This design comes from an exercise in tuning for small area and a short achievable clock period on the open sky130 flow, not from production work. Function was checked by simulation only, so behaviour that the tests miss may differ from the original. Power is estimated from default activity; no workload was simulated.

==> flow/design.v, too long to show whole: its modules and the start of the top module <==
// module alu_operations_five: 2762 lines
// module alu_fa: 4 lines
// module alu_ha: 4 lines
// module alu_a21o: 3 lines
// module alu_a221o: 3 lines
// module alu_and2: 3 lines
// module alu_and3: 3 lines
// module alu_inv: 3 lines
// module alu_nand2: 3 lines
// module alu_nand3: 3 lines
// module alu_nor2: 3 lines
// module alu_o22ai: 3 lines
// module alu_xnor2: 3 lines
// module alu_xor2: 3 lines
module alu_operations_five (
    input  clk,
    input  rst_n,
    input  load,
    input  signed [31:0]  ID_EX_A,
    input  signed [31:0]  ID_EX_B,
    input  signed [5:0]   opcode,
    output reg signed [31:0] ALU_result
);
  // ...
==> flow/flow/run.sh <==
#!/bin/bash
set -euo pipefail
bash standard.sh BUFFER_PORTS_ARGS="-buffer_cell sky130_fd_sc_hd__buf_1" finish > standard.log 2>&1
==> flow/standard.sh <==
#!/bin/bash
# synth_recipe.tcl (not shown) runs the flow's synth.tcl, then flattens the netlist and writes it again
# the make line also repeats each setting of config.mk as NAME=value (left out here)
make -C /OpenROAD-flow-scripts/flow DESIGN_CONFIG=/design/flow/config.mk WORK_HOME=/design/flow/orfs CLKGATE_MAP_FILE= SYNTH_SCRIPT=/design/flow/synth_recipe.tcl "${@:-finish}"
==> flow/config.mk <==
export PLATFORM = sky130hd
export DESIGN_NAME = alu_operations_five
export DESIGN_NICKNAME = alu_operations_five
export VERILOG_FILES = /design/flow/design.v
export SDC_FILE = /design/flow/constraint.sdc
export NUM_CORES = 4
export LEC_CHECK = 0
export CAP_MARGIN = 20
export CORE_MARGIN = 2
export CORE_UTILIZATION = 40
export SETUP_SLACK_MARGIN = 3.8
export SLEW_MARGIN = 20
export SYNTH_HIERARCHICAL = 1
==> flow/constraint.sdc <==
create_clock -name core_clock -period 8.5 [get_ports {clk}]
set_input_delay 1.7000 -clock core_clock [delete_from_list [all_inputs] [get_ports {clk}]]
set_output_delay 1.7000 -clock core_clock [all_outputs]
set_load 0.01 [all_outputs]
==> run summary, run 1 <==
- Final Max Tran Viols: 0
- Wl on met1: 23,800 µm
- Top pwr grp: combinational logic
- Post-DR vias/cell: 6.18
- Final min period: 4.67 ns
- Sequential cells: 146
- Syn-to-layout area delta: 15.9%
- Least-Margin Pin Slew: 1.00 ns
- Sequential cell area share: 21.7%
- Outcome: no timing/DRC/antenna violations
- Core Box Area: 41,100 µm²
- Met2 GRT Util: 40.7%
- RSZ-0062 raised after global routing: false
- Sequential element share of the synthesized area: 25.1%
- CTS root buf: clkbuf_16
- Main flop type after synthesis: edfxtp_1
- Buffers, non-clock: 150
- Wire length on met3: 5070 µm
- Worst hold slack: 0.508 ns
- Ant diodes: 2
- Syn Inst Count: 1,473
- Final ANT Viol Nets: 0
- CP Data Arrival Time: 4.88 ns
- EDFF count, synth: 112
- Mux cell area share after synthesis: 0%
- R2R Setup Slk: 4.53 ns
- Initial DRC count: 1,644
- Resized Gates After CTS: 97
- Hold Crit Endpoint: ALU_result[16]
- Power Dens Cells: 265 nW/µm²
- GR Overflow Total: 0
- Setup Fix Bufs, Post-CTS: 11
- Setup TNS: 0 ns
- TritonRoute pass-1 iters: 7
- Worst hold stages: 2
- Signal buf overhead: 4.59%
- Synth Area in Compound Gates: 18.3%
- I/O Buffers: 104
==> inputs of run 2 (changes only) <==
--- a/flow/config.mk
+++ b/flow/config.mk
@@ -8,6 +8,7 @@
 export CAP_MARGIN = 20
 export CORE_MARGIN = 2
 export CORE_UTILIZATION = 40
+export CTS_BUF_LIST = sky130_fd_sc_hd__clkbuf_4 sky130_fd_sc_hd__clkbuf_8
 export SETUP_SLACK_MARGIN = 3.8
 export SLEW_MARGIN = 20
 export SYNTH_HIERARCHICAL = 1
==> run 2 against run 1 <==
  * Critical path depth unchanged
  * Cell count down 0.14%
  * Clock power fell by 26%
  * Setup slack lost 0.16 ns
  * Die area unchanged
  * Hold slack better by 0.0030 ns
  * Maximum frequency down 3.3%
  * Synthesized cell count is the same
  * Total power down 4.2%
  * Largest power group unchanged
==> run summary, run 2 <==
- Outcome: no timing/DRC/antenna violations
- Unique masters post-synth: 30
- GR Overflow Total: 0 (unchanged)
- Worst Hold Class: reg2reg
- Setup Skew: 0.0142 ns
- Top Ports: 105
- Die Wd: 209 µm
- P_int: 2.70 mW
- Setup WS pre-CTS: 2.49 ns
- Cell Rows: 74
- Final ANT Viol Nets: 0 (unchanged)
- Post-Synthesis Mean Instance Area: 11.4 µm²
- Sequential element share of the synthesized area: 25.1% (unchanged)
- Post-synthesis adder-cell area fraction: 30.1%
- Util after Layout: 46.2%
- Synthesized cell area: 16,800 µm²
- Asr flop ratio synth: 23.3%
- Least-Margin Pin Slew: 0.997 ns (-0.00537 ns)
- Rel. slew slack: 33.5%
- Ranking of synthesized cells by area: fa_1, edfxtp_1, xor2_1
- Final min period: 4.83 ns (+0.159 ns)
- CTS root buf: clkbuf_8
- Fin worst setup slack: 3.67 ns
- Die area: 43,600 µm²
- Regs by FF count: ALU_result: 32 flops, q0: 32 flops, q1: 32 flops
- WL/cell: 25.7 µm
- Die height: 209 µm
- Total CTS buffers: 17
- Hold Buf Count CTS: 0
- First-pass GRT wire length: 85,200 µm
- Switching share of power: 45.1%
- Fin cells: 2,175
- Mux cell area share after synthesis: 0% (unchanged)
- Area share of and/or/nand/nor cells after synthesis: 5.22%
- Crit path required time: 8.76 ns
- Core Box Area: 41,100 µm² (unchanged)
- CTS tree: done
- Final Max Tran Viols: 0 (unchanged)
- #FFs+latches synth: 146
- EDFF count, synth: 112 (unchanged)
- GRT met1 Usage: 35.2%
- Crit path capture type: register
- Leak Pwr: 9.22 nW
- Largest family of logic cells by synthesized area: adder cells
- Kind of launch point of the worst setup path: input port
- Placed cells: 2,126
- Initial DRC count: 1,350 (-18%)
- NetSw: 2.22 mW
- Grt met3 use: 7.26%
- Count leader, synth: xor2_1
- Synth area leader: fa_1
- Ys Warns: 7
- Most frequent cells in the layout: xor2_1, o22ai_1, fa_1, a21o_1, edfxtp_1
- Seq pwr share: 22.6%
- Final-report setup violation count: 0
- Clock slew at reported path FFs: 0.09 ns
- Max-Cap Viols: 0
- Gr busiest metal: met2
- Power Dens Cells: 260 nW/µm² (-2.0%)
- Top cells by count, synth: xor2_1, o22ai_1, fa_1, a21o_1, edfxtp_1
- CP Data Arrival Time: 5.09 ns (+0.21 ns)
- Clk Latency, worst-skew pair: 0.52 ns
- Max Buffers Root-to-Sink: 2
- DRC viols: 0
- Initial antenna violation count: 3
- All-Layer GR Usage: 25.9%
- Worst Path Class, Setup: in2reg
- Largest net degree at the start of global routing: 91
- Setup TNS: 0 ns (unchanged)
- Routed wire length: 55,900 µm
- Routability cong.: 0.954
- Total power: 4.93 mW
- Vias in the first global route: 13,600
- Crit share post-route: 56.8%
- XOR/XNOR share of the synthesized area: 20.0%
- Final hold vios: 0
- Synth Area in Compound Gates: 18.3% (unchanged)
- Final nets: 1,977
- TritonRoute pass-1 iters: 5 (-2)
- Main flop type after synthesis: edfxtp_1
- I/O Buffers: 104 (unchanged)
- CP Max Fanout: 64
- RSZ-0062 raised after global routing: true
- Dpl hpwl: 40,400 µm
- Met2 GRT Util: 40.3% (-0.36 points)
- Ratio of cells with drive above 1 in the final layout: 9.57%
- Syn Inst Count: 1,473 (unchanged)
- Initial Utilization: 40.8%
- R2R Setup Slk: 4.55 ns (+0.02 ns)
- Clock share of power: 10.9%
- Via count: 13,400
- Power share of the combinational group: 66.5%
- Commonest non-fill, non-tap cell in the layout: xor2_1
- Max VDD drop: 0.291 mV
- Share of the synthesized area in the top cell type: 25.1%
- Syn-to-layout area delta: 13.2%
- CTS sink cnt: 146
- Fillcell total: 3,896
- Fmax achieved: 207 MHz
- H-Tree Level Count: 4
- Post-DR vias/cell: 6.18 (about the same)
run 2: cell counts after synthesis:
Identical to the previous run, type by type.
run 2: worst max-delay path: stages:
cell and delay [ns]:
clkbuf_2 0.13, buf_16 0.31, nand3_2 0.35, buf_4 0.35, o22ai_1 0.23, xor2_1 0.34, fa_1 0.48, fa_1 0.40
fa_1 0.44, a221o_1 0.27
run 2: stage by stage:
step / hold slack, ns / area (µm²)
floorplan: 0.532 / 16900
global placement: 0.497 / 18100
detailed placement: 0.503 / 18100
CTS: 0.517 / 18900
global route: 0.534 / 19000
finish: 0.511 / 19000
run 2: kinds of logic after synthesis:
logic type,count (synthesis)
buf+inv,47
flops,146
fa+ha+maj,277
compound gates,451
xor+xnor,382
other cells,1
simple gates,169
run 2: power groups by stage:
stage                     clock network [mW]  logic (mW)  registers, mW
after global placement                     0        3.16           1.13
after detailed placement                   0        3.19           1.13
after global routing                   0.583        3.61           1.13
after CTS                              0.558        3.25           1.12
final                                  0.539        3.27           1.11
after floorplan                            0        2.24           1.12
run 2: timing repair:
action / 4_1_cts / 5_1_grt
resized for setup: 76 / 20
setup buffers: 8 / 6
endpoints found under the setup margin: 94 / 51
pin swaps: 8 / 2
run 2: Yosys stat by module (local to each module, per instance), excerpt:
module,flip-flops and latches,cell area [µm²],times used,cells
alu_a21o,0,7.51,124,1
alu_nand2,0,3.75,24,1
alu_ha,0,12.5,67,1
alu_xnor2,0,8.76,22,1
alu_fa,0,20.0,210,1
alu_inv,0,3.75,2,1
alu_nor2,0,3.75,16,1
alu_operations_five,146,4880,1,276
alu_and3,0,6.26,24,1
run 2: worst paths after layout:
path                                     start              to  cells past startpoint
worst min register to register  ALU_result[16]  ALU_result[16]                      2
max in group asynchronous                rst_n            qslt                      1
min in group asynchronous                rst_n   ALU_result[3]                      1
worst max-delay path                 opcode[0]          q0[20]                     10
worst min-delay path            ALU_result[16]  ALU_result[16]                      2
worst max register to register          q0[26]   ALU_result[0]                     13
run 2: metal layers:
| metal | wire length, µm | up-vias |
|---|---|---|
| met3 | 5210 | 108 |
| met2 | 25600 | 705 |
| li1 | - | 5778 |
| met5 | 0 | - |
| met4 | 1520 | 0 |
| met1 | 23600 | 6847 |
run 2: area by class of cell:
type / instances / area (µm²) / share of cell area [%]
clock buffers: 20 / 263 / 1.38
flip-flops and latches: 146 / 4210 / 22.2
diodes: 3 / 7.51 / 0.0395
well taps: 532 / 666 / 3.51
repair buffers: 146 / 766 / 4.03
multi-input cells: 1281 / 12800 / 67.5
inverters: 35 / 135 / 0.712
clock inverters: 12 / 109 / 0.573
==> inputs of run 3 (changes only) <==
--- a/flow/config.mk
+++ b/flow/config.mk
@@ -9,6 +9,6 @@
 export CORE_MARGIN = 2
 export CORE_UTILIZATION = 40
 export CTS_BUF_LIST = sky130_fd_sc_hd__clkbuf_4 sky130_fd_sc_hd__clkbuf_8
-export SETUP_SLACK_MARGIN = 3.8
+export SETUP_SLACK_MARGIN = 4.1
 export SLEW_MARGIN = 20
 export SYNTH_HIERARCHICAL = 1
==> run 3 against run 2 <==
  * Routed wire length is 2.3% lower
  * Critical path depth is 2 lower
  * Sequential share of layout area is 0.22 points lower
  * First-iteration DRC count is 1.3% lower
  * Global-route usage is 0.28 points lower
  * Synthesized cell count stayed put
  * Via count is 1.7% lower
  * Maximum frequency is 9.1% higher
  * Cell count is 0.55% lower
  * Die area stayed put
==> run summary, run 3 <==
- Die Wd: 209 µm (unchanged)
- Hold Buf Count CTS: 0 (unchanged)
- Setup WS pre-CTS: 2.52 ns (+0.0280 ns)
- Leak Pwr: 9.23 nW (+0.17%)
- First-pass GRT wire length: 84,800 µm (-0.41%)
- Most frequent cells in the layout: xor2_1, o22ai_1, fa_1, a21o_1, edfxtp_1
- CTS root buf: clkbuf_8
- Crit-path max cell delay: 0.55 ns (+0.07 ns)
- Top Ports: 105 (unchanged)
- Critical Path, Cell by Cell: clkbuf_16 > nand3_2 > o22ai_1 > xor2_1 > fa_1 > fa_1 > fa_1 > a21o_1
- Placed cells: 2,111 (-0.71%)
- Rel. slew slack: 38.7% (+5.2 points)
- Syn Inst Count: 1,473 (unchanged)
- TritonRoute pass-1 iters: 5 (unchanged)
- Post-Synthesis Mean Instance Area: 11.4 µm² (unchanged)
- Crit share post-route: 52.1% (-4.7 points)
- Main flop type after synthesis: edfxtp_1
- Worst hold stages: 2 (unchanged)
- EDFF count, synth: 112 (unchanged)
- Die area: 43,600 µm² (unchanged)
- H-Tree Level Count: 4 (unchanged)
- Share of the synthesized area in the top cell type: 25.1% (unchanged)
- Unique masters post-synth: 30 (unchanged)
- Clock slew at reported path FFs: 0.08 ns (about the same)
- Synth Area in Compound Gates: 18.3% (unchanged)
- Final min period: 4.43 ns (-0.402 ns)
- Reg2reg start: q0[27]
- Final ANT Viol Nets: 0 (unchanged)
- Syn-to-layout area delta: 14.4%
- Final nets: 1,967 (-0.51%)
- Most used cell, CP: fa_1
- Max VDD drop: 0.296 mV (+1.8%)
- DRC viols: 0 (unchanged)
- RSZ-0062 raised after global routing: true
- Dpl hpwl: 39,700 µm (-1.7%)
- Final hold vios: 0 (unchanged)
- Hold Crit Endpoint: ALU_result[22]
- Fin cells: 2,163 (-0.55%)
- Ys Warns: 7 (unchanged)
- Routed wire length: 54,600 µm (-2.3%)
- Setup Skew: 0.0203 ns (+0.00606 ns)
- Initial antenna violation count: 2 (-1)
- Post-synthesis adder-cell area fraction: 30.1% (unchanged)
- Multi-input combinational cell area: 13,000 µm² (+1.8%)
- Area share of and/or/nand/nor cells after synthesis: 5.22% (unchanged)
- Regs by FF count: ALU_result: 32 flops, q0: 32 flops, q1: 32 flops
- R2R Setup Slk: 4.36 ns (-0.19 ns)
- #FFs+latches synth: 146 (unchanged)
- XOR/XNOR share of the synthesized area: 20.0% (unchanged)
- Fmax achieved: 226 MHz (+9.1%)
- Initial DRC count: 1,333 (-1.3%)
- Routability cong.: 0.963 (+0.94%)
- Clk Latency, worst-skew pair: 0.52 ns (about the same)
- Hold path startpoint: ALU_result[22]
- Register area: 4210 µm² (unchanged)
- Synthesized cell area: 16,800 µm² (unchanged)
- Outcome: no timing/DRC/antenna violations
- CP Max Fanout: 39 (-39%)
- Largest family of logic cells by synthesized area: adder cells
- Max Buffers Root-to-Sink: 2 (unchanged)
- Core Box Area: 41,100 µm² (unchanged)
- Worst Path Class, Setup: in2reg
- Die height: 209 µm (unchanged)
- Top cells by count, synth: xor2_1, o22ai_1, fa_1, a21o_1, edfxtp_1
- CTS sink cnt: 146 (unchanged)
- Ranking of synthesized cells by area: fa_1, edfxtp_1, xor2_1
- Synth area leader: fa_1
- CTS tree: done
- Sequential element share of the synthesized area: 25.1% (unchanged)
- Fillcell total: 3,802 (-2.4%)
- Total CTS buffers: 17 (unchanged)
- Least-Margin Pin Slew: 0.920 ns (-0.0773 ns)
- Post-DR vias/cell: 6.11 (-1.1%)
- CP Data Arrival Time: 4.70 ns (-0.39 ns)
- Commonest non-fill, non-tap cell in the layout: xor2_1
- Asr flop ratio synth: 23.3% (unchanged)
- Via count: 13,200 (-1.7%)
- Crit path capture type: register
- CP max stage cell: fa_1
- Fin worst setup slack: 4.07 ns (+0.402 ns)
- Setup TNS: 0 ns (unchanged)
- All-Layer GR Usage: 25.6% (-0.28 points)
- I/O Buffers: 104 (unchanged)
- Power Dens Cells: 259 nW/µm² (-0.19%)
- Final Max Tran Viols: 0 (unchanged)
- Ratio of cells with drive above 1 in the final layout: 10.6% (+1.0 points)
- Crit path required time: 8.78 ns (+0.02 ns)
- Mux cell area share after synthesis: 0% (unchanged)
- Max-Cap Viols: 0 (unchanged)
- Final-report setup violation count: 0 (unchanged)
- Count leader, synth: xor2_1
- WL/cell: 25.2 µm (-1.7%)
- Initial Utilization: 40.8% (unchanged)
- GR Overflow Total: 0 (unchanged)
- Reg2Reg Depth: 13 (unchanged)
- Worst r2r dst: ALU_result[0]
- Worst Hold Class: reg2reg
- Largest net degree at the start of global routing: 77 (-15%)
- Kind of launch point of the worst setup path: input port
- Vias in the first global route: 13,300 (-2.1%)
- Cell Rows: 74 (unchanged)
[run 3: kinds of logic (layout without fill, tap and decap cells)]
group,after synthesis,in the layout
AO/OA/AOI/OAI,451,451
XOR/XNOR,382,382
adder cells (fa/ha/maj),277,277
buffers and inverters,47,203
flip-flops,146,146
other,1,3
AND/OR/NAND/NOR,169,169
[run 3: worst max-delay path, delay by kind of cell]
family          cells  cell delay (ns)
fa+ha+maj           3             1.42
compound gates      2             0.55
simple gates        1             0.48
buf+inv             1             0.26
xor+xnor            1             0.21
[run 3: per-module statistics from Yosys (local to each module, per instance), a selection]
module / flip-flops and latches / copies in the design / cells
alu_operations_five: 146 / 1 / 276
alu_fa: 0 / 210 / 1
alu_a221o: 0 / 32 / 1
alu_xnor2: 0 / 22 / 1
alu_xor2: 0 / 360 / 1
alu_a21o: 0 / 124 / 1
alu_and3: 0 / 24 / 1
alu_o22ai: 0 / 256 / 1
alu_nand3: 0 / 32 / 1
alu_nor2: 0 / 16 / 1
alu_nand2: 0 / 24 / 1
[run 3: through the flow]
step	area [µm²]	hold WS [ns]	utilization, %	power (mW)
2_1_floorplan	17100	0.532	-	3.38
3_3_place_gp	18200	0.499	44.3	4.31
3_5_place_dp	18200	0.504	44.3	4.37
4_1_cts	19100	0.517	46.4	5.00
5_1_grt	19200	0.533	46.6	5.40
6_report	19200	0.510	46.6	4.97
[run 3: area by class of cell]
class | count | share of cell area, %
Multi-Input combinational cell | 1281 | 68.1
Clock inverter | 13 | 0.725
Inverter | 35 | 0.725
Clock buffer | 19 | 1.30
Timing Repair Buffer | 136 | 3.71
Antenna cell | 1 | 0.0131
Tap cell | 532 | 3.47
Sequential cell | 146 | 22.0
[run 3: worst max path at each step]
| stage | from | to | slack, ns | cells past startpoint |
|---|---|---|---|---|
| final | opcode[0] | q1[24] | 4.07 | 8 |
| after global routing | opcode[0] | q0[19] | 4.03 | 8 |
| after CTS | ID_EX_B[9] | q0[20] | 4.11 | 9 |
| after detailed placement | opcode[0] | q1[24] | 2.52 | 8 |
| after global placement | opcode[0] | q0[19] | 2.60 | 8 |
| after floorplan | ID_EX_B[11] | q0[24] | 4.11 | 8 |
[run 3: per-layer routing]
layer  track usage, %  wire length, µm  vias up  part of all wire (%)
li1                 -                -     5777                     -
met1             35.6            23300     6708                    43
met2             40.1            25100      636                    46
met3             6.07             4760       91                   8.7
met4             7.32             1400        2                   2.6
met5                0                7        -                 0.013
[run 3: what timing repair did]
action / in CTS / in global routing
endpoints found under the hold margin: 0 / 0
buffers inserted: 17 / 2
endpoints found under the setup margin: 102 / 35
pin swaps: 16 / 2
gates resized for setup: 78 / 30
[run 3: where the power goes]
part	switching [mW]	total [mW]	internal (mW)
Clock	0.302	0.568	0.266
Combinational	1.85	3.28	1.43
Sequential	0.0957	1.12	1.02
==> inputs of run 4 (changes only) <==
--- a/flow/config.mk
+++ b/flow/config.mk
@@ -9,6 +9,6 @@
 export CORE_MARGIN = 2
 export CORE_UTILIZATION = 40
 export CTS_BUF_LIST = sky130_fd_sc_hd__clkbuf_4 sky130_fd_sc_hd__clkbuf_8
-export SETUP_SLACK_MARGIN = 4.1
+export SETUP_SLACK_MARGIN = 4.4
 export SLEW_MARGIN = 20
 export SYNTH_HIERARCHICAL = 1
==> run 4 against run 3 <==
  * Die area stayed put
  * Sequential cell count is the same
  * Cell count rose by 4.9%
  * Area after synthesis is the same
  * Sequential power is essentially flat
  * Combinational power rose by about 10%
  * Setup slack better by 0.26 ns
  * Non-clock buffer count is 84 higher
  * Total power increased by 7.1%
  * Critical endpoint is now q0[9]
  * Largest power group unchanged
  * Highest routed layer is now met4
==> run summary, run 4 <==
- Ranking of synthesized cells by area: fa_1, edfxtp_1, xor2_1
- GR Overflow Total: 0 (unchanged)
- Rel. slew slack: 29.4% (-9.2 points)
- Max VDD drop: 0.182 mV (-39%)
- Post-Synthesis Mean Instance Area: 11.4 µm² (unchanged)
- Util after Layout: 51.8% (+5.2 points)
- Outcome: no timing/DRC/antenna violations
- Top Ports: 105 (unchanged)
- Worst Path Class, Setup: in2reg
- Initial antenna violation count: 1 (-1)
- Most used cell, CP: fa_1
- Regs by FF count: ALU_result: 32 flops, q0: 32 flops, q1: 32 flops
- Max-Cap Viols: 0 (unchanged)
- Initial Utilization: 40.8% (unchanged)
- Ys Warns: 7 (unchanged)
- Largest net degree at the start of global routing: 119 (+55%)
- RSZ-0062 raised after global routing: true
- Synth area leader: fa_1
- Final nets: 2,073 (+5.4%)
- Sequential element share of the synthesized area: 25.1% (unchanged)
- I/O Buffers: 104 (unchanged)
- Final min period: 4.16 ns (-0.262 ns)
- Crit share post-route: 49.0% (-3.1 points)
- Routed wire length: 65,300 µm (+20%)
- Syn-to-layout area delta: 27.1%
- Crit-path max cell delay: 0.47 ns (-0.08 ns)
- Asr flop ratio synth: 23.3% (unchanged)
- Hold path startpoint: ALU_result[22]
- Most frequent cells in the layout: xor2_1, o22ai_1, fa_1, a21o_1, edfxtp_1
- Clock share of power: 10.9% (-0.5 points)
- Final ANT Viol Nets: 0 (unchanged)
- DRC viols: 0 (unchanged)
- Hold Buf Count CTS: 0 (unchanged)
- Ratio of cells with drive above 1 in the final layout: 22.1% (+11 points)
- CTS sink cnt: 146 (unchanged)
- CTS root buf: clkbuf_8
- Clk Latency, worst-skew pair: 0.51 ns (about the same)
- Clock slew at reported path FFs: 0.09 ns (about the same)
- R2R Setup Slk: 4.59 ns (+0.23 ns)
- Seq pwr share: 21.0% (-1.5 points)
- H-Tree Level Count: 4 (unchanged)
- Worst r2r dst: ALU_result[31]
- Syn Inst Count: 1,473 (unchanged)
- Leak Pwr: 10.0 nW (+8.2%)
- Hold Crit Endpoint: ALU_result[22]
- Vias in the first global route: 14,200 (+6.3%)
- Setup Skew: 0.0185 ns (-0.00175 ns)
- Dpl cell area: 18,500 µm² (+1.7%)
- Post-DR vias/cell: 6.43 (+5.3%)
- Least-Margin Pin Slew: 1.06 ns (+0.139 ns)
- Routability cong.: 0.914 (-5.1%)
- Top cells by count, synth: xor2_1, o22ai_1, fa_1, a21o_1, edfxtp_1
- Total CTS buffers: 17 (unchanged)
- Max Buffers Root-to-Sink: 2 (unchanged)
- Fin cells: 2,269 (+4.9%)
- #FFs+latches synth: 146 (unchanged)
- Commonest non-fill, non-tap cell in the layout: xor2_1
- Switching share of power: 45.1% (-0.18 points)
- Crit path capture type: register
- First-pass GRT wire length: 94,100 µm (+11%)
- Final Max Tran Viols: 0 (unchanged)
- Share of the synthesized area in the top cell type: 25.1% (unchanged)
- Post-route cell area: 21,300 µm² (+11%)
- CP Data Arrival Time: 4.43 ns (-0.27 ns)
- CTS tree: done
- Initial DRC count: 1,509 (+13%)
- Die height: 209 µm (unchanged)
- Power share of the combinational group: 68.1% (+2.0 points)
- Crit path required time: 8.76 ns (-0.02 ns)
- Critical Path, Cell by Cell: buf_2 > nand3_4 > buf_6 > o22ai_2 > xor2_1 > fa_1 > fa_1 > fa_1 > a221o_1
- Cell Rows: 74 (unchanged)
- All-Layer GR Usage: 29.0% (+3.4 points)
- Dpl hpwl: 40,500 µm (+2.0%)
- Core Box Area: 41,100 µm² (unchanged)
- Reg2reg start: q0[26]
- Placed cells: 2,108 (-0.14%)
- Kind of launch point of the worst setup path: input port
- Worst Hold Class: reg2reg
- Fillcell total: 3,584 (-5.7%)
- Synthesized cell area: 16,800 µm² (unchanged)
- P_int: 2.92 mW (+7.5%)
- TritonRoute pass-1 iters: 5 (unchanged)
- Final hold vios: 0 (unchanged)
- Fmax achieved: 240 MHz (+6.3%)
- CP Max Fanout: 8 (-79%)
- Die Wd: 209 µm (unchanged)
- CP max stage cell: fa_1
- Main flop type after synthesis: edfxtp_1
- Worst hold stages: 2 (unchanged)
- Reg2Reg Depth: 14 (+1)
- Total power: 5.32 mW (+7.1%)
- Count leader, synth: xor2_1
- Unique masters post-synth: 30 (unchanged)
- Power Dens Cells: 250 nW/µm² (-3.6%)
- Die area: 43,600 µm² (unchanged)
- WL/cell: 28.8 µm (+14%)
- Via count: 14,600 (+10%)
- Setup TNS: 0 ns (unchanged)
- Final-report setup violation count: 0 (unchanged)
- EDFF count, synth: 112 (unchanged)
- NetSw: 2.40 mW (+6.7%)
==> run 4: cell counts after synthesis <==
No cell type changed its count.
==> run 4: cells by family after synthesis <==
family	share of synthesized area [%]
other cells	0.0224
fa+ha+maj	30.1
buf+inv	1.32
xor+xnor	20.0
compound gates	18.3
flops	25.1
simple gates	5.22
==> run 4: worst max path at each step <==
stage / from / end / slack, ns / cells after the start
floorplan: ID_EX_B[4] / q0[20] / 4.15 / 8
global placement: opcode[2] / q0[22] / 2.56 / 9
detailed placement: opcode[2] / q0[22] / 2.54 / 9
CTS: ID_EX_B[7] / q0[20] / 4.40 / 10
global route: ID_EX_B[5] / q1[9] / 4.34 / 11
finish: ID_EX_A[3] / q0[9] / 4.34 / 9
==> run 4: Yosys stat by module (local to each module, per instance), a selection <==
module	area [µm²]	cells inside	copies in the design	flip-flops and latches
alu_inv	3.75	1	2	0
alu_ha	12.5	1	67	0
alu_o22ai	6.26	1	256	0
alu_nand2	3.75	1	24	0
alu_nand3	5.00	1	32	0
alu_a221o	10.0	1	32	0
alu_xor2	8.76	1	360	0
==> run 4: final cells by class <==
type / count / area, µm² / area share [%]
clock buffers: 18 / 241 / 1.13
well taps: 532 / 666 / 3.12
clock inverters: 14 / 158 / 0.740
inverters: 35 / 139 / 0.652
multi-input cells: 1303 / 14000 / 65.8
flip-flops and latches: 146 / 4220 / 19.8
diodes: 1 / 2.50 / 0.0117
repair buffers: 220 / 1860 / 8.73
==> run 4: power groups by stage <==
stage / sequential, mW / clock (mW) / combinational [mW]
finish: 1.12 / 0.577 / 3.62
global route: 1.14 / 0.617 / 3.98
detailed placement: 1.14 / 0 / 3.26
global placement: 1.13 / 0 / 3.21
CTS: 1.12 / 0.597 / 3.39
floorplan: 1.12 / 0 / 2.28
==> run 4: through the flow <==
stage / hold WS (ns) / setup WS [ns]
floorplan: 0.532 / 4.15
global placement: 0.497 / 2.56
detailed placement: 0.501 / 2.54
CTS: 0.515 / 4.40
global route: 0.538 / 4.34
finish: 0.510 / 4.34
==> run 4: critical path: cells and delay by family <==
kind | cells | cell delay (ns)
xor+xnor | 1 | 0.23
simple gates | 1 | 0.31
buf+inv | 2 | 0.47
compound gates | 2 | 0.39
fa+ha+maj | 3 | 1.31
==> run 4: timing repair <==
action	4_1_cts	5_1_grt
cloned	19	12
setup endpoints to repair	105	47
pin swaps	37	38
buffers inserted	43	54
gates resized for setup	160	102
==> run 4: metal layers <==
metal / vias to the layer above / track usage (%) / share of wire, %
li1: 6016 / - / -
met1: 7297 / 39.9 / 39
met2: 1041 / 44.1 / 44
met3: 238 / 6.93 / 11
met4: 0 / 12.0 / 5.9
met5: - / 0 / 0
==> inputs of run 5 (changes only) <==
--- a/flow/config.mk
+++ b/flow/config.mk
@@ -7,8 +7,8 @@
 export LEC_CHECK = 0
 export CAP_MARGIN = 20
 export CORE_MARGIN = 2
-export CORE_UTILIZATION = 40
+export CORE_UTILIZATION = 65
 export CTS_BUF_LIST = sky130_fd_sc_hd__clkbuf_4 sky130_fd_sc_hd__clkbuf_8
-export SETUP_SLACK_MARGIN = 4.4
+export SETUP_SLACK_MARGIN = 4.1
 export SLEW_MARGIN = 20
 export SYNTH_HIERARCHICAL = 1
==> run 5 against run 4 <==
  * Maximum frequency shrank 7.1%
  * Clock-buffer cell count is the same
  * Synthesized cell count is the same
  * Cell count shrank 12%
  * Area after synthesis is the same
  * Register-to-register slack lost 0.05 ns
  * Highest routed layer is now met5
  * Total power shrank 5.4%
  * Still clean on timing, DRC and antenna
  * Global-route usage grew 13 points
==> run summary, run 5 <==
- Outcome: no timing/DRC/antenna violations
- Cell Rows: 58 (-22%)
- Final hold vios: 0 (unchanged)
- Count leader, synth: xor2_1
- Crit path required time: 8.74 ns (-0.02 ns)
- Clk Latency, worst-skew pair: 0.50 ns (about the same)
- DRC viols: 0 (unchanged)
- Post-Synthesis Mean Instance Area: 11.4 µm² (unchanged)
- Synthesized cell area: 16,800 µm² (unchanged)
- Setup Skew: 0.0267 ns (+0.00821 ns)
- Worst Hold Class: reg2reg
- Max VDD drop: 0.427 mV (+140%)
- Setup TNS: 0 ns (unchanged)
- I/O Buffers: 104 (unchanged)
- Most used cell, CP: fa_1
- Max-Cap Viols: 0 (unchanged)
- Initial Utilization: 66.4% (+26 points)
- Syn Inst Count: 1,473 (unchanged)
- Synth Area in Compound Gates: 18.3% (unchanged)
- Regs by FF count: ALU_result: 32 flops, q0: 32 flops, q1: 32 flops
- Hold Buf Count CTS: 0 (unchanged)
- Ys Warns: 7 (unchanged)
- Syn-to-layout area delta: 15.2%
- RSZ-0062 raised after global routing: true
- H-Tree Level Count: 4 (unchanged)
- Final-report setup violation count: 0 (unchanged)
- Final min period: 4.48 ns (+0.320 ns)
- Largest net degree at the start of global routing: 93 (-22%)
- Ranking of synthesized cells by area: fa_1, edfxtp_1, xor2_1
- Commonest non-fill, non-tap cell in the layout: xor2_1
- CP bufs+invs: 2 (unchanged)
- Die height: 165 µm (-21%)
- Most frequent cells in the layout: xor2_1, o22ai_1, fa_1, a21o_1, edfxtp_1
- Sequential element share of the synthesized area: 25.1% (unchanged)
- CTS tree: done
- CP Data Arrival Time: 4.72 ns (+0.29 ns)
- Routability cong.: 0.988 (+8.1%)
- Post-synthesis adder-cell area fraction: 30.1% (unchanged)
- CTS sink cnt: 146 (unchanged)
- Max Buffers Root-to-Sink: 2 (unchanged)
- Final ANT Viol Nets: 0 (unchanged)
- Clock slew at reported path FFs: 0.10 ns (about the same)
- Crit share post-route: 52.8% (+3.8 points)
- Wire length on met3: 8150 µm (+9.1%)
- Worst Path Class, Setup: in2reg
- Top Ports: 105 (unchanged)
- WL/cell: 28.4 µm (-1.2%)
- Initial antenna violation count: 1 (unchanged)
- Kind of launch point of the worst setup path: input port
- Routed wire length: 56,500 µm (-13%)
- CP max stage cell: and3_2
- Area share of and/or/nand/nor cells after synthesis: 5.22% (unchanged)
- Max Used Layer: met5
- Via count: 14,300 (-2.0%)
- Critical Path, Cell by Cell: clkbuf_16 > buf_16 > and3_2 > xor2_1 > fa_1 > fa_1 > fa_1 > a221o_1
- CP Max Fanout: 33 (+25)
- Fmax achieved: 223 MHz (-7.1%)
- Util after Layout: 76.5% (+25 points)
- Multi-input combinational cell area: 13,200 µm² (-5.6%)
- Core Box Area: 25,300 µm² (-39%)
- Vias in the first global route: 14,100 (-0.15%)
- XOR/XNOR share of the synthesized area: 20.0% (unchanged)
- Die area: 27,100 µm² (-38%)
- Largest family of logic cells by synthesized area: adder cells
- Final nets: 1,995 (-3.8%)
- Least-Margin Pin Slew: 1.06 ns (+0.00589 ns)
- Crit-path max cell delay: 0.57 ns (+0.10 ns)
- Die Wd: 165 µm (-21%)
- Total power: 5.03 mW (-5.4%)
- Post-route cell area: 19,300 µm² (-9.3%)
- WL met2: 23,800 µm (-17%)
- Setup WS pre-CTS: 2.47 ns (-0.0647 ns)
- Unique masters post-synth: 30 (unchanged)
- Asr flop ratio synth: 23.3% (unchanged)
- Share of the synthesized area in the top cell type: 25.1% (unchanged)
- Leak Pwr: 9.39 nW (-6.1%)
- Dpl hpwl: 36,700 µm (-9.5%)
- TritonRoute pass-1 iters: 9 (+4)
- Crit path capture type: register
- Mux cell area share after synthesis: 0% (unchanged)
- GR Overflow Total: 0 (unchanged)
- CP delay by family, top: adder cells
- Ratio of cells with drive above 1 in the final layout: 12.2% (-9.8 points)
- Power Dens Cells: 260 nW/µm² (+4.3%)
- Dpl cell area: 18,000 µm² (-3.1%)
- #FFs+latches synth: 146 (unchanged)
- First-pass GRT wire length: 84,200 µm (-11%)
- EDFF count, synth: 112 (unchanged)
- Ant diodes: 0 (-1)
- Wl on met1: 21,300 µm (-16%)
- Fin worst setup slack: 4.02 ns (-0.320 ns)
- Initial DRC count: 2,226 (+48%)
- CTS root buf: clkbuf_8
- Register area: 4210 µm² (about the same)
- Final Max Tran Viols: 0 (unchanged)
- Synth area leader: fa_1
- Post-DR vias/cell: 7.20 (+12%)
- Top cells by count, synth: xor2_1, o22ai_1, fa_1, a21o_1, edfxtp_1
- Rel. slew slack: 29.0% (-0.39 points)
- All-Layer GR Usage: 42.2% (+13 points)
- Total CTS buffers: 17 (unchanged)
- Main flop type after synthesis: edfxtp_1
- Fillcell total: 1,746 (-51%)
==> run 5: area by class of cell <==
type / count / area share [%]
Tap cell: 330 / 2.14
Clock buffer: 18 / 1.28
Clock inverter: 14 / 0.719
Sequential cell: 146 / 21.8
Multi-Input combinational cell: 1293 / 68.5
Inverter: 35 / 0.719
Timing Repair Buffer: 152 / 4.81
==> run 5: cells by family after synthesis <==
family          after synthesis
buf+inv                      47
flops                       146
simple gates                169
xor+xnor                    382
compound gates              451
other cells                   1
fa+ha+maj                   277
==> run 5: per-stage QoR <==
stage | cells | hold slack, ns
3_5_place_dp | 1908 | 0.500
2_1_floorplan | 1474 | 0.532
6_report | 1988 | 0.509
4_1_cts | 1967 | 0.515
3_3_place_gp | 1908 | 0.497
5_1_grt | 1988 | 0.539
==> run 5: worst min-delay path, delay by kind of cell (launching register included) <==
kind	cells	cell delay [ns]
compound gates	1	0.05
flops	1	0.38
buf+inv	1	0.05
==> run 5: per-layer routing <==
metal,vias up,track usage (%)
li1,5851,-
met3,295,16.3
met1,6944,57.5
met4,2,18.9
met2,1215,59.8
met5,-,1.14
==> run 5: worst paths after layout <==
path	cells after the start	to	from	slack, ns
max	8	q0[16]	opcode[0]	4.02
min	2	ALU_result[17]	ALU_result[17]	0.51
max reg2reg	13	ALU_result[0]	q0[27]	4.54
min reg2reg	2	ALU_result[17]	ALU_result[17]	0.51
max in group asynchronous	1	ALU_result[17]	rst_n	6.68
min in group asynchronous	1	ALU_result[28]	rst_n	1.29
==> run 5: what timing repair did <==
item / 4_1_cts / 5_1_grt
setup endpoints to repair: 102 / 53
pin swaps: 23 / 5
resized for setup: 102 / 34
setup buffers: 17 / 16
cloned: 10 / 5
==> run 5: where the power goes <==
group          leakage [nW]  switching [mW]  total, mW  internal (mW)
Combinational          7.63            1.88       3.34           1.45
Clock                 0.197           0.353      0.578          0.226
Sequential             1.56          0.0971       1.12           1.02
Total                  9.39            2.33       5.03           2.70
==> run 5: modules after synthesis, one instance, submodules excluded, a selection <==
| module | flip-flops and latches | cell area [µm²] |
|---|---|---|
| alu_a21o | 0 | 7.51 |
| alu_a221o | 0 | 10.0 |
| alu_and2 | 0 | 6.26 |
| alu_and3 | 0 | 6.26 |
| alu_ha | 0 | 12.5 |
| alu_inv | 0 | 3.75 |
| alu_nand3 | 0 | 5.00 |
| alu_o22ai | 0 | 6.26 |
==> inputs of run 6 (changes only) <==
--- a/flow/config.mk
+++ b/flow/config.mk
@@ -7,7 +7,7 @@
 export LEC_CHECK = 0
 export CAP_MARGIN = 20
 export CORE_MARGIN = 2
-export CORE_UTILIZATION = 65
+export CORE_UTILIZATION = 55
 export CTS_BUF_LIST = sky130_fd_sc_hd__clkbuf_4 sky130_fd_sc_hd__clkbuf_8
 export SETUP_SLACK_MARGIN = 4.1
 export SLEW_MARGIN = 20
==> run 6 against run 5 <==
  * Total power rose by 0.91%
  * Core utilization fell by 11 points
  * Hold slack improved by 0.0019 ns
  * Sequential power barely moved
  * Largest power group unchanged
  * Register-to-register slack barely moved
  * Largest cell class unchanged
  * Clock-buffer cell count did not move
  * Sequential share of layout area fell by 0.077 points
==> run summary, run 6 <==
- Hold Crit Endpoint: ALU_result[22]
- Via count: 13,900 (-3.1%)
- Crit path capture type: register
- Hold path startpoint: ALU_result[22]
- Synthesized cell area: 16,800 µm² (unchanged)
- Final min period: 4.41 ns (-0.0783 ns)
- Clock slew at reported path FFs: 0.09 ns (about the same)
- Vias in the first global route: 13,600 (-3.4%)
- Reg2Reg Depth: 13 (unchanged)
- Max-Cap Viols: 0 (unchanged)
- Worst Hold Class: reg2reg
- I/O Buffers: 104 (unchanged)
- Outcome: no timing/DRC/antenna violations
- Fmax achieved: 227 MHz (+1.8%)
- CTS tree: done
- Largest net degree at the start of global routing: 180 (+94%)
- H-Tree Level Count: 4 (unchanged)
- TritonRoute pass-1 iters: 5 (-4)
- Final ANT Viol Nets: 0 (unchanged)
- GR Overflow Total: 0 (unchanged)
- Clk Latency, worst-skew pair: 0.51 ns (about the same)
- Final Max Tran Viols: 0 (unchanged)
- #FFs+latches synth: 146 (unchanged)
- Routed wire length: 57,500 µm (+1.8%)
- Sequential element share of the synthesized area: 25.1% (unchanged)
- Final hold vios: 0 (unchanged)
- RSZ-0062 raised after global routing: true
- EDFF count, synth: 112 (unchanged)
- Initial Utilization: 56.3% (-10 points)
- Max Buffers Root-to-Sink: 2 (unchanged)
- Regs by FF count: ALU_result: 32 flops, q0: 32 flops, q1: 32 flops
- Ys Warns: 7 (unchanged)
- Rel. slew slack: 23.2% (-5.9 points)
- Syn-to-layout area delta: 15.7%
- Worst Setup SP: opcode[0]
- All-Layer GR Usage: 37.2% (-5.0 points)
- Share of the synthesized area in the top cell type: 25.1% (unchanged)
- Commonest non-fill, non-tap cell in the layout: xor2_1
- Setup WS pre-CTS: 2.49 ns (+0.0211 ns)
- Die Wd: 179 µm (+8.5%)
- CTS root buf: clkbuf_8
- Final nets: 1,995 (unchanged)
- Ratio of cells with drive above 1 in the final layout: 12.1% (-0.18 points)
- Fin worst setup slack: 4.09 ns (+0.0783 ns)
- CTS sink cnt: 146 (unchanged)
- Placed cells: 1,969 (+3.2%)
- Dpl cell area: 18,000 µm² (+0.54%)
- Main flop type after synthesis: edfxtp_1
- Max VDD drop: 0.297 mV (-30%)
- Final-report setup violation count: 0 (unchanged)
- Most frequent cells in the layout: xor2_1, o22ai_1, fa_1, a21o_1, edfxtp_1
- DRC viols: 0 (unchanged)
- Worst hold stages: 2 (unchanged)
- Setup Skew: 0.0166 ns (-0.0101 ns)
- First-pass GRT wire length: 86,300 µm (+2.5%)
- R2R Setup Slk: 4.54 ns (about the same)
- CP Data Arrival Time: 4.68 ns (-0.04 ns)
- Die area: 31,900 µm² (+18%)
- Total CTS buffers: 17 (unchanged)
- Cell Rows: 63 (+8.6%)
- Dpl hpwl: 38,000 µm (+3.7%)
- Post-Synthesis Mean Instance Area: 11.4 µm² (unchanged)
- Synth area leader: fa_1
- Crit share post-route: 51.8% (-0.92 points)
- Worst r2r dst: ALU_result[0]
- Die height: 179 µm (+8.5%)
- Post-route cell area: 19,400 µm² (+0.36%)
- Asr flop ratio synth: 23.3% (unchanged)
- Reg2reg start: q0[27]
- Core Box Area: 29,800 µm² (+18%)
- WL/cell: 28.1 µm (-1.2%)
- Least-Margin Pin Slew: 1.15 ns (+0.0883 ns)
- Worst Path Class, Setup: in2reg
- Ant diodes: 0 (unchanged)
- Count leader, synth: xor2_1
- Leak Pwr: 9.37 nW (-0.19%)
- Top Ports: 105 (unchanged)
- Hold Buf Count CTS: 0 (unchanged)
- Routability cong.: 0.952 (-3.6%)
- Fin cells: 2,048 (+3.0%)
- Setup TNS: 0 ns (unchanged)
- Crit path required time: 8.78 ns (+0.04 ns)
- Unique masters post-synth: 30 (unchanged)
- Initial DRC count: 1,656 (-26%)
- Worst hold slack: 0.511 ns (+0.00190 ns)
- Ranking of synthesized cells by area: fa_1, edfxtp_1, xor2_1
- Syn Inst Count: 1,473 (unchanged)
- Initial antenna violation count: 0 (-1)
- Top cells by count, synth: xor2_1, o22ai_1, fa_1, a21o_1, edfxtp_1
- Post-DR vias/cell: 6.77 (-5.9%)
- CP Max Fanout: 39 (+18%)
- Kind of launch point of the worst setup path: input port
- Power Dens Cells: 262 nW/µm² (+0.55%)
## run 6: cell count changes in the layout (fill, tap and decap cells not counted), moves of 3 or more
| cell | previous run | this run |
|---|---|---|
| and3_2 | 14 | 6 |
| and3_4 | 2 | 8 |
| buf_12 | 1 | 4 |
| buf_6 | 2 | 5 |
| clkinvlp_4 | 3 | 6 |
| inv_8 | 5 | 2 |
| nand3_4 | 26 | 23 |
## run 6: layout make-up
cell class / count / area (µm²)
fillers: 2415 / 10400
repair buffers: 154 / 942
clock inverters: 14 / 158
well taps: 390 / 488
clock buffers: 18 / 241
flip-flops and latches: 146 / 4210
multi-input cells: 1291 / 13200
inverters: 35 / 139
## run 6: cell families (layout without fill, tap and decap cells)
| logic type | Yosys count | after routing | share of synthesized area [%] |
|---|---|---|---|
| xor+xnor | 382 | 382 | 20.0 |
| flops | 146 | 146 | 25.1 |
| other cells | 1 | 2 | 0.0224 |
| simple gates | 169 | 179 | 5.22 |
| buf+inv | 47 | 221 | 1.32 |
| compound gates | 451 | 451 | 18.3 |
| fa+ha+maj | 277 | 277 | 30.1 |
## run 6: how the worst max path moves through the flow
stage | end | slack, ns | depth (start not counted)
after floorplan | q0[24] | 4.11 | 8
after global placement | q0[22] | 2.35 | 8
after detailed placement | q0[10] | 2.49 | 9
after CTS | q3[24] | 4.10 | 8
after global routing | q1[16] | 4.08 | 9
final | q1[12] | 4.09 | 9
## run 6: modules after synthesis (local to each module, per instance)
module               flops+latches  times used
alu_operations_five            146           1
alu_fa                           0         210
alu_ha                           0          67
alu_a221o                        0          32
alu_xnor2                        0          22
alu_xor2                         0         360
alu_a21o                         0         124
alu_and2                         0          28
alu_and3                         0          24
alu_o22ai                        0         256
alu_nand3                        0          32
alu_inv                          0           2
alu_nand2                        0          24
alu_nor2                         0          16
## run 6: where the power goes
group	switching, mW	total, mW	internal [mW]
clock	0.309	0.577	0.268
combinational	1.93	3.38	1.45
sequential	0.0972	1.12	1.02
total	2.33	5.08	2.74
## run 6: metrics by stage
| stage | utilization (%) | power [mW] |
|---|---|---|
| 2_1_floorplan | - | 3.38 |
| 3_3_place_gp | 60.6 | 4.35 |
| 3_5_place_dp | 60.6 | 4.39 |
| 4_1_cts | 64.1 | 5.05 |
| 5_1_grt | 65.1 | 5.50 |
| 6_report | 65.1 | 5.08 |
## run 6: layer usage
metal,GRT usage [%],wire (µm),up-vias
met5,0,0,-
met4,12.9,1940,0
met3,12.4,7230,146
met2,53.4,24600,976
met1,52.7,23800,6912
li1,-,-,5836
## run 6: critical path, cell delays in order
cell       delay [ns]
clkbuf_16        0.27
buf_16           0.26
nand3_2          0.43
o22ai_1          0.31
xor2_1           0.14
fa_1             0.44
fa_1             0.46
fa_1             0.49
a21o_1           0.16
## run 6: what timing repair did
item                       in CTS  in global routing
resized for setup              98                 21
gates cloned                   10                  2
pin swaps                      23                  8
setup endpoints to repair     102                 41
setup buffers                  14                 21
==> inputs of run 7 (changes only) <==
--- a/flow/config.mk
+++ b/flow/config.mk
@@ -5,10 +5,10 @@
 export SDC_FILE = /design/flow/constraint.sdc
 export NUM_CORES = 4
 export LEC_CHECK = 0
-export CAP_MARGIN = 20
+export CAP_MARGIN = 10
 export CORE_MARGIN = 2
-export CORE_UTILIZATION = 55
+export CORE_UTILIZATION = 40
 export CTS_BUF_LIST = sky130_fd_sc_hd__clkbuf_4 sky130_fd_sc_hd__clkbuf_8
 export SETUP_SLACK_MARGIN = 4.1
-export SLEW_MARGIN = 20
+export SLEW_MARGIN = 10
 export SYNTH_HIERARCHICAL = 1
==> run 7 against run 6 <==
  * Clock-buffer cell count up 1
  * Non-clock buffer count fell by 18
  * Largest power group unchanged
  * Global-route usage fell by 12 points
  * Maximum frequency decreased by 0.45%
  * Register-to-register slack got worse by 0.18 ns
  * Combinational power decreased by 3%
  * Via count decreased by 4.7%
  * First-iteration DRC count shrank 20%
==> run summary, run 7 <==
- H-Tree Level Count: 4 (unchanged)
- I/O Buffers: 104 (unchanged)
- Area share of and/or/nand/nor cells after synthesis: 5.22% (unchanged)
- Power Dens Cells: 259 nW/µm² (-1.1%)
- Fmax achieved: 226 MHz (-0.45%)
- Ranking of synthesized cells by area: fa_1, edfxtp_1, xor2_1
- Total power: 4.97 mW (-2.2%)
- Asr flop ratio synth: 23.3% (unchanged)
- Total CTS buffers: 17 (unchanged)
- Leak Pwr: 9.23 nW (-1.4%)
- Initial Utilization: 40.8% (-15 points)
- Fin cells: 2,163 (+5.6%)
- Crit share post-route: 52.1% (+0.24 points)
- Syn Inst Count: 1,473 (unchanged)
- Max-Cap Viols: 0 (unchanged)
- EDFF count, synth: 112 (unchanged)
- Unique masters post-synth: 30 (unchanged)
- Final Max Tran Viols: 0 (unchanged)
- Final ANT Viol Nets: 0 (unchanged)
- Vias in the first global route: 13,300 (-2.5%)
- Largest family of logic cells by synthesized area: adder cells
- Core Box Area: 41,100 µm² (+38%)
- TritonRoute pass-1 iters: 5 (unchanged)
- Critical Path, Cell by Cell: clkbuf_16 > nand3_2 > o22ai_1 > xor2_1 > fa_1 > fa_1 > fa_1 > a21o_1
- WL/cell: 25.2 µm (-10%)
- Setup WS pre-CTS: 2.52 ns (+0.0253 ns)
- RSZ-0062 raised after global routing: true
- Setup TNS: 0 ns (unchanged)
- Mux cell area share after synthesis: 0% (unchanged)
- Worst Hold Class: reg2reg
- Fin worst setup slack: 4.07 ns (-0.0201 ns)
- CP max stage cell: fa_1
- Clock share of power: 11.4% (about the same)
- Crit path required time: 8.78 ns (about the same)
- First-pass GRT wire length: 84,800 µm (-1.7%)
- R2R Setup Slk: 4.36 ns (-0.18 ns)
- Final min period: 4.43 ns (+0.0201 ns)
- Final nets: 1,967 (-1.4%)
- Final-report setup violation count: 0 (unchanged)
- NetSw: 2.25 mW (-3.8%)
- Die Wd: 209 µm (+17%)
- Initial DRC count: 1,333 (-20%)
- XOR/XNOR share of the synthesized area: 20.0% (unchanged)
- Kind of launch point of the worst setup path: input port
- Rel. slew slack: 38.7% (+16 points)
- Commonest non-fill, non-tap cell in the layout: xor2_1
- CP Data Arrival Time: 4.70 ns (+0.02 ns)
- Synthesized cell area: 16,800 µm² (unchanged)
- Post-route cell area: 19,200 µm² (-1.1%)
- Util after Layout: 46.6% (-18 points)
- Post-Synthesis Mean Instance Area: 11.4 µm² (unchanged)
- All-Layer GR Usage: 25.6% (-12 points)
- Initial antenna violation count: 2 (+2)
- Final hold vios: 0 (unchanged)
- CTS tree: done
- Ratio of cells with drive above 1 in the final layout: 10.6% (-1.4 points)
- Post-DR vias/cell: 6.11 (-9.8%)
- Max VDD drop: 0.296 mV (-0.21%)
- Synth Area in Compound Gates: 18.3% (unchanged)
- CTS root buf: clkbuf_8
- Main flop type after synthesis: edfxtp_1
- Largest net degree at the start of global routing: 77 (-57%)
- Switching share of power: 45.2% (-0.76 points)
- Most frequent cells in the layout: xor2_1, o22ai_1, fa_1, a21o_1, edfxtp_1
- Routed wire length: 54,600 µm (-5.1%)
- Sequential element share of the synthesized area: 25.1% (unchanged)
- Die height: 209 µm (+17%)
- Clk Latency, worst-skew pair: 0.52 ns (about the same)
- Synth area leader: fa_1
- GR Overflow Total: 0 (unchanged)
- Worst Path Class, Setup: in2reg
- Die area: 43,600 µm² (+37%)
- Syn-to-layout area delta: 14.4%
- Share of the synthesized area in the top cell type: 25.1% (unchanged)
- Max Buffers Root-to-Sink: 2 (unchanged)
- Crit-path max cell delay: 0.55 ns (+0.06 ns)
- Clock slew at reported path FFs: 0.08 ns (about the same)
- DRC viols: 0 (unchanged)
- Power share of the combinational group: 66.1% (-0.5 points)
- Outcome: no timing/DRC/antenna violations
- Fillcell total: 3,802 (+57%)
- Post-synthesis adder-cell area fraction: 30.1% (unchanged)
- Count leader, synth: xor2_1
- P_int: 2.72 mW (-0.80%)
- Routability cong.: 0.963 (+1.1%)
- Seq pwr share: 22.5% (+0.5 points)
- CTS sink cnt: 146 (unchanged)
- Regs by FF count: ALU_result: 32 flops, q0: 32 flops, q1: 32 flops
- Via count: 13,200 (-4.7%)
- Crit path capture type: register
- Placed cells: 2,111 (+7.2%)
- #FFs+latches synth: 146 (unchanged)
- Cell Rows: 74 (+17%)
- CP delay by family, top: adder cells
- Setup Skew: 0.0203 ns (+0.00368 ns)
- Most used cell, CP: fa_1
- Least-Margin Pin Slew: 0.920 ns (-0.233 ns)
- Top cells by count, synth: xor2_1, o22ai_1, fa_1, a21o_1, edfxtp_1
- Dpl hpwl: 39,700 µm (+4.4%)
- CP bufs+invs: 1 (-1)
- Dpl cell area: 18,200 µm² (+0.90%)
- Top Ports: 105 (unchanged)
- Ys Warns: 7 (unchanged)
- CP Max Fanout: 39 (unchanged)
- Worst hold slack: 0.510 ns (-0.00151 ns)
run 7: cell types whose count changed in the layout (fill, tap and decap cells not counted), moves of 3 or more:
cell / previous run / this run
and3_2: 6 / 15
and3_4: 8 / 1
nand3_4: 23 / 19
nand3_2: 13 / 8
buf_12: 4 / 0
buf_4: 39 / 30
buf_6: 5 / 2
run 7: timing repair:
item / CTS / global route
hold buffers: 0 / 0
buffers inserted: 17 / 2
gates resized for setup: 78 / 30
setup endpoints to repair: 102 / 35
pin swaps: 16 / 2
endpoints found under the hold margin: 0 / 0
run 7: cell type report:
| class | count | area [µm²] | area share [%] |
|---|---|---|---|
| clock buffer | 19 | 249 | 1.30 |
| tap | 532 | 666 | 3.47 |
| antenna | 1 | 2.50 | 0.0131 |
| multi-input combinational | 1281 | 13000 | 68.1 |
| inverter | 35 | 139 | 0.725 |
| sequential | 146 | 4210 | 22.0 |
| timing repair buffer | 136 | 712 | 3.71 |
| clock inverter | 13 | 139 | 0.725 |
run 7: cell families (layout without fill, tap and decap cells):
logic type               count (synthesis)  count (layout)
AO/OA/AOI/OAI                          451             451
XOR/XNOR                               382             382
adder cells (fa/ha/maj)                277             277
buffers and inverters                   47             203
flip-flops                             146             146
other                                    1               3
AND/OR/NAND/NOR                        169             169
run 7: path summary, 6_finish.rpt:
path	to	from	cells after the start
worst max-delay path	q1[24]	opcode[0]	8
worst min-delay path	ALU_result[22]	ALU_result[22]	2
worst max register to register	ALU_result[0]	q0[27]	13
worst min register to register	ALU_result[22]	ALU_result[22]	2
max in group asynchronous	ALU_result[13]	rst_n	1
min in group asynchronous	ALU_result[25]	rst_n	1
run 7: worst min-delay path, stage by stage, from the launching register on:
cell	delay (ns)
dfrtp_1	0.38
inv_1	0.05
o21ai_1	0.05
run 7: per-module statistics from Yosys, one instance, submodules excluded:
module               flops+latches  times used
alu_a221o                        0          32
alu_nand3                        0          32
alu_xor2                         0         360
alu_fa                           0         210
alu_nand2                        0          24
alu_and2                         0          28
alu_xnor2                        0          22
alu_o22ai                        0         256
alu_nor2                         0          16
alu_ha                           0          67
alu_operations_five            146           1
alu_and3                         0          24
alu_a21o                         0         124
alu_inv                          0           2
run 7: power groups by stage:
stage | Combinational [mW] | Sequential [mW] | Clock, mW
2_1_floorplan | 2.26 | 1.12 | 0
3_3_place_gp | 3.19 | 1.13 | 0
3_5_place_dp | 3.24 | 1.13 | 0
4_1_cts | 3.29 | 1.12 | 0.590
5_1_grt | 3.65 | 1.14 | 0.614
6_report | 3.28 | 1.12 | 0.568
run 7: metal layers:
| layer | part of all wire, % | vias to the layer above | track usage, % | wire [µm] |
|---|---|---|---|---|
| li1 | - | 5777 | - | - |
| met1 | 43 | 6708 | 35.6 | 23300 |
| met2 | 46 | 636 | 40.1 | 25100 |
| met3 | 8.7 | 91 | 6.07 | 4760 |
| met4 | 2.6 | 2 | 7.32 | 1400 |
| met5 | 0.013 | - | 0 | 7 |

[re-timing with driven ports]
In the flow no input, the clock included, has a driving cell. The finished layouts below were timed again as built, in two steps. Step 1 assumes that a clkbuf_16 drives the clock port and a buf_2 every other input. Step 2 also shifts input and output timing later by t, the mid clock arrival at the registers, as if the neighbouring blocks saw the same clock. Slacks: no drivers / after step 1 / after step 2; pairs: no drivers / after step 1.
run	shift t [ns]	setup WS [ns]	hold WS [ns]	latest minus earliest clock arrival (ns)	pins driven straight from the clock port
run 1	0.513	3.831 / 3.864 / 3.351	0.508 / 0.508 / 0.508	0.009 / 0.008	1
run 2	0.561	3.672 / 3.701 / 3.140	0.511 / 0.511 / 0.511	0.015 / 0.016	1
run 3	0.560	4.074 / 4.067 / 3.506	0.510 / 0.510 / 0.510	0.021 / 0.021	1
run 4	0.553	4.336 / 4.105 / 3.552	0.510 / 0.510 / 0.510	0.019 / 0.019	1
run 5	0.530	4.016 / 3.989 / 3.459	0.509 / 0.509 / 0.509	0.030 / 0.029	1
run 6	0.550	4.094 / 3.947 / 3.397	0.511 / 0.511 / 0.511	0.019 / 0.019	1
run 7	0.560	4.074 / 4.067 / 3.506	0.510 / 0.510 / 0.510	0.021 / 0.021	1
After both steps setup and hold are still met in every run listed. For run 4, which loses most, drivers alone change the setup slack by -0.231 ns; drivers and shift together by -0.784 ns.
